This is an optimization exercise on Yosys and OpenROAD, whose aim is small area and a short achievable clock period, not a production implementation.
At most, simulation tests tie the RTL to the original design; equivalence was not proved.

Setup of lane 1:
==> module add_float, before the edit <==
module add_float (za, sa, pa, ha, ma, zb, sb, pb, hb, mb, c);
  input        za, sa, ha, zb, sb, hb;
  input  [4:0] pa, pb;
  input  [9:0] ma, mb;
  output [15:0] c;
  wire        s1 = ~za & sa;
  wire        s2 = ~zb & sb;
  wire        h1 = ~za & ha;
  wire        h2 = ~zb & hb;
  wire [4:0]  p1 = za ? 5'd0 : pa;
  wire [4:0]  p2 = zb ? 5'd0 : pb;
  wire [9:0]  m1 = za ? 10'd0 : ma;
  wire [9:0]  m2 = zb ? 10'd0 : mb;
  wire [4:0]  e1 = p1 + {4'd0, h1};
  wire [4:0]  e2 = p2 + {4'd0, h2};
  wire l;
  float_larger fl (.sa(s1), .ea(e1), .sb(s2), .eb(e2), .isLarger(l));
  wire        sx = l ? s1 : s2;
  wire        sy = l ? s2 : s1;
  wire [4:0]  ex = l ? e1 : e2;
  wire [9:0]  mx = l ? m1 : m2;
  wire [10:0] ya = align({1'b1, m2}, e1 - e2);    
  wire [10:0] yb = align({1'b1, m1}, e2 - e1);    
  wire [10:0] ys = l ? ya : yb;
  wire [11:0] xp = {2'b01, mx};
  wire [11:0] xn = ~xp + 12'd1;
  wire [11:0] ax = sx ? xn : xp;
  wire [11:0] s  = ax + ({1'b0, ys} ^ {12{sy}}) + {11'd0, sy};
  reg  [3:0]  lz;
  integer i;
  always @* begin
    lz = 4'd0;
    for (i = 0; i <= 10; i = i + 1)
      if (s[i]) lz = 4'd10 - i[3:0];
  end
  wire [10:0] sn = s[10:0] << lz;
  wire zero = (s == 12'd0);
  assign c[15]    = sx;
  assign c[14:10] = s[11] ? ex + 5'd1 :
                    zero  ? 5'd0 : ex - {1'b0, lz};
  assign c[9:0]   = s[11] ? 10'd0 : sn[9:0];
  function [10:0] align(input [10:0] mm, input [4:0] sh);
    reg [10:0] t;
    begin
      t = sh[0] ? {1'd0, mm[10:1]} : mm;
      t = sh[1] ? {2'd0, t[10:2]} : t;
      t = sh[2] ? {4'd0, t[10:4]} : t;
      t = sh[3] ? {8'd0, t[10:8]} : t;
      align = sh[4] ? 11'd0 : t;
    end
  endfunction
endmodule
export LEC_CHECK = 0
export ABC_AREA = 1
export CAP_MARGIN = 20
export CORE_MARGIN = 2
export CORE_UTILIZATION = 55
export PLACE_DENSITY = 0.7
export SETUP_SLACK_MARGIN = 5
export SLEW_MARGIN = 20
export SYNTH_HIERARCHICAL = 1
export SYNTH_MINIMUM_KEEP_SIZE = 0
create_clock -name core_clock -period 25.0 [get_ports {clk}]
standard.sh (not shown) runs the stock make flow with config.mk's settings and CLKGATE_MAP_FILE= SYNTH_SCRIPT=/design/flow/synth_recipe.tcl, a recipe that flattens the netlist after the stock synthesis.
==> flow/flow/run.sh <==
#!/bin/bash
# Own layout flow:
#  1. the standard synthesis (bash standard.sh synth);
#  2. the logic between the registers and the full-adder cells is mapped
#     again by ABC for area (registers and full adders kept as they are);
#  3. the standard layout from the floorplan on, except that the delay
#     cells may not be used (so the port buffers are plain buffers); the
#     platform's own don't-use cells stay don't-use.
# Each tool's output goes to a log file of its own here (flow_*.log).
set -euo pipefail
W=$(pwd)
R=$W/orfs/results/$FLOW_PLATFORM/resize_datapath/base
YOSYS=$FLOW_HOME/../tools/install/yosys/bin/yosys
LIB=$FLOW_HOME/platforms/sky130hd/lib/sky130_fd_sc_hd__tt_025C_1v80.lib

bash standard.sh synth > "$W/flow_synth.log" 2>&1
cp "$R/1_2_yosys.v" "$W/standard_1_2_yosys.v"

DL="sky130_fd_sc_hd__clkdlybuf4s15_1 sky130_fd_sc_hd__clkdlybuf4s15_2 sky130_fd_sc_hd__clkdlybuf4s18_1 sky130_fd_sc_hd__clkdlybuf4s18_2 sky130_fd_sc_hd__clkdlybuf4s25_1 sky130_fd_sc_hd__clkdlybuf4s25_2 sky130_fd_sc_hd__clkdlybuf4s50_1 sky130_fd_sc_hd__clkdlybuf4s50_2 sky130_fd_sc_hd__dlygate4sd1_1 sky130_fd_sc_hd__dlygate4sd2_1 sky130_fd_sc_hd__dlygate4sd3_1 sky130_fd_sc_hd__dlymetal6s2s_1 sky130_fd_sc_hd__dlymetal6s4s_1 sky130_fd_sc_hd__dlymetal6s6s_1"
PLAT=$(sed -n '/^export DONT_USE_CELLS/,/^[^ ]/p' "$FLOW_HOME/platforms/sky130hd/config.mk" | grep -o 'sky130_fd_sc_hd__[A-Za-z0-9_]*' | tr '\n' ' ')
DONT_ALL="$DL $PLAT"
# ABC may not use the don't-use cells, nor the multi-output adder cells
ABC_DONT=$(for c in $DONT_ALL sky130_fd_sc_hd__fa_1 sky130_fd_sc_hd__fa_2 sky130_fd_sc_hd__fa_4 sky130_fd_sc_hd__fah_1 sky130_fd_sc_hd__fahcin_1 sky130_fd_sc_hd__fahcon_1 sky130_fd_sc_hd__ha_1 sky130_fd_sc_hd__ha_2 sky130_fd_sc_hd__ha_4; do printf -- "-dont_use $c "; done)
printf 'set_driving_cell sky130_fd_sc_hd__buf_1\nset_load 5\n' > "$W/resyn.constr"
echo 'strash; balance; dch; map -a; topo; stime -c; upsize -c; dnsize -c' > "$W/resyn.abc"
cat > "$W/resyn.ys" <<EOS
read_liberty -ignore_miss_func $LIB
blackbox sky130_fd_sc_hd__fa_1 sky130_fd_sc_hd__fa_2 sky130_fd_sc_hd__fa_4 sky130_fd_sc_hd__dfrtp_1 sky130_fd_sc_hd__dfrtp_2 sky130_fd_sc_hd__dfrtp_4
read_verilog $W/standard_1_2_yosys.v
hierarchy -top $FLOW_TOP
flatten
opt_clean -purge
abc -liberty $LIB -constr $W/resyn.constr -script $W/resyn.abc $ABC_DONT
opt_clean -purge
hilomap -singleton -hicell sky130_fd_sc_hd__conb_1 HI -locell sky130_fd_sc_hd__conb_1 LO
splitnets
opt_clean -purge
write_verilog -noattr -nohex -nodec $W/resyn.v
EOS
"$YOSYS" -s "$W/resyn.ys" > "$W/flow_resyn.log" 2>&1
# read the new netlist back on its own and check it
"$YOSYS" -p "read_liberty -lib $LIB; read_verilog $W/resyn.v; hierarchy -check -top $FLOW_TOP; check -assert -mapped; stat -liberty $LIB" > "$W/flow_resyn_check.log" 2>&1
cp "$W/resyn.v" "$R/1_2_yosys.v"
touch "$R/1_2_yosys.v"

bash standard.sh "DONT_USE_CELLS=$DONT_ALL" SETUP_SLACK_MARGIN=7 finish > "$W/flow_finish.log" 2>&1
What lane 2 does differently from lane 1 at the input level:
--- a/flow/design.v
+++ b/flow/design.v
@@ -26,7 +26,8 @@
   wire [4:0]  ex = l ? e1 : e2;
   wire [9:0]  mx = l ? m1 : m2;
-  wire [10:0] ya = align({1'b1, m2}, e1 - e2);    
-  wire [10:0] yb = align({1'b1, m1}, e2 - e1);    
-  wire [10:0] ys = l ? ya : yb;
+  wire [9:0]  my = l ? m2 : m1;
+  wire [4:0]  da = e1 - e2;
+  wire [4:0]  db = e2 - e1;
+  wire [10:0] ys = align({1'b1, my}, l ? da : db);
   wire [11:0] xp = {2'b01, mx};
   wire [11:0] xn = ~xp + 12'd1;
Findings:
In summary, lane 2 completed successfully, with a layout that passed the timing, design-rule and antenna checks.
On final cell count, the lower figure sits with lane 2, not lane 1.
Per the comparison of lane 2 with lane 1, ratio of cells with drive above 1 in the final layout decreased 2.2 points; synthesis-to-finish area growth has increased.
Changes observed in lane 2 relative to lane 1: area after synthesis lost 5.2%, non-clock inverter count in the final layout lost 34.
On final cell area excluding filler cells, lane 1 loses to lane 2.
Taking lane 1 as the reference point, the worst hold-check slack of lane 2 rises by 0.0061 ns.
Higher buffering overhead goes to lane 2 over lane 1.
For lane 1, only the layout was checked, not whether the RTL still works.

afterwards: timing with drivers on the ports:
How much do the figures lean on ideal ports? The routed layouts below were timed once more, with nothing changed but the port constraints. Step 1: set_driving_cell puts a clkbuf_16 on clk and a buf_2 on each other input, an assumption about the parent block. Step 2 moves the port delays by t, midway between the first and last clock arrival at a register: inputs arrive t later, outputs are due t later. That takes back most of the time a late clock gives input paths. Three values: no drivers, after step 1, after step 2; two values: the first two.
run	t, ns	setup slack, ns	hold WS [ns]
lane 1	0.275	8.213 / 8.221 / 7.946	0.478 / 0.478 / 0.478
lane 2	0.269	7.935 / 7.938 / 7.669	0.484 / 0.484 / 0.484
After both steps every run listed still meets setup and hold. The setup slack of lane 1, which loses most, moves by +0.008 ns with the drivers and by -0.267 ns with both steps.
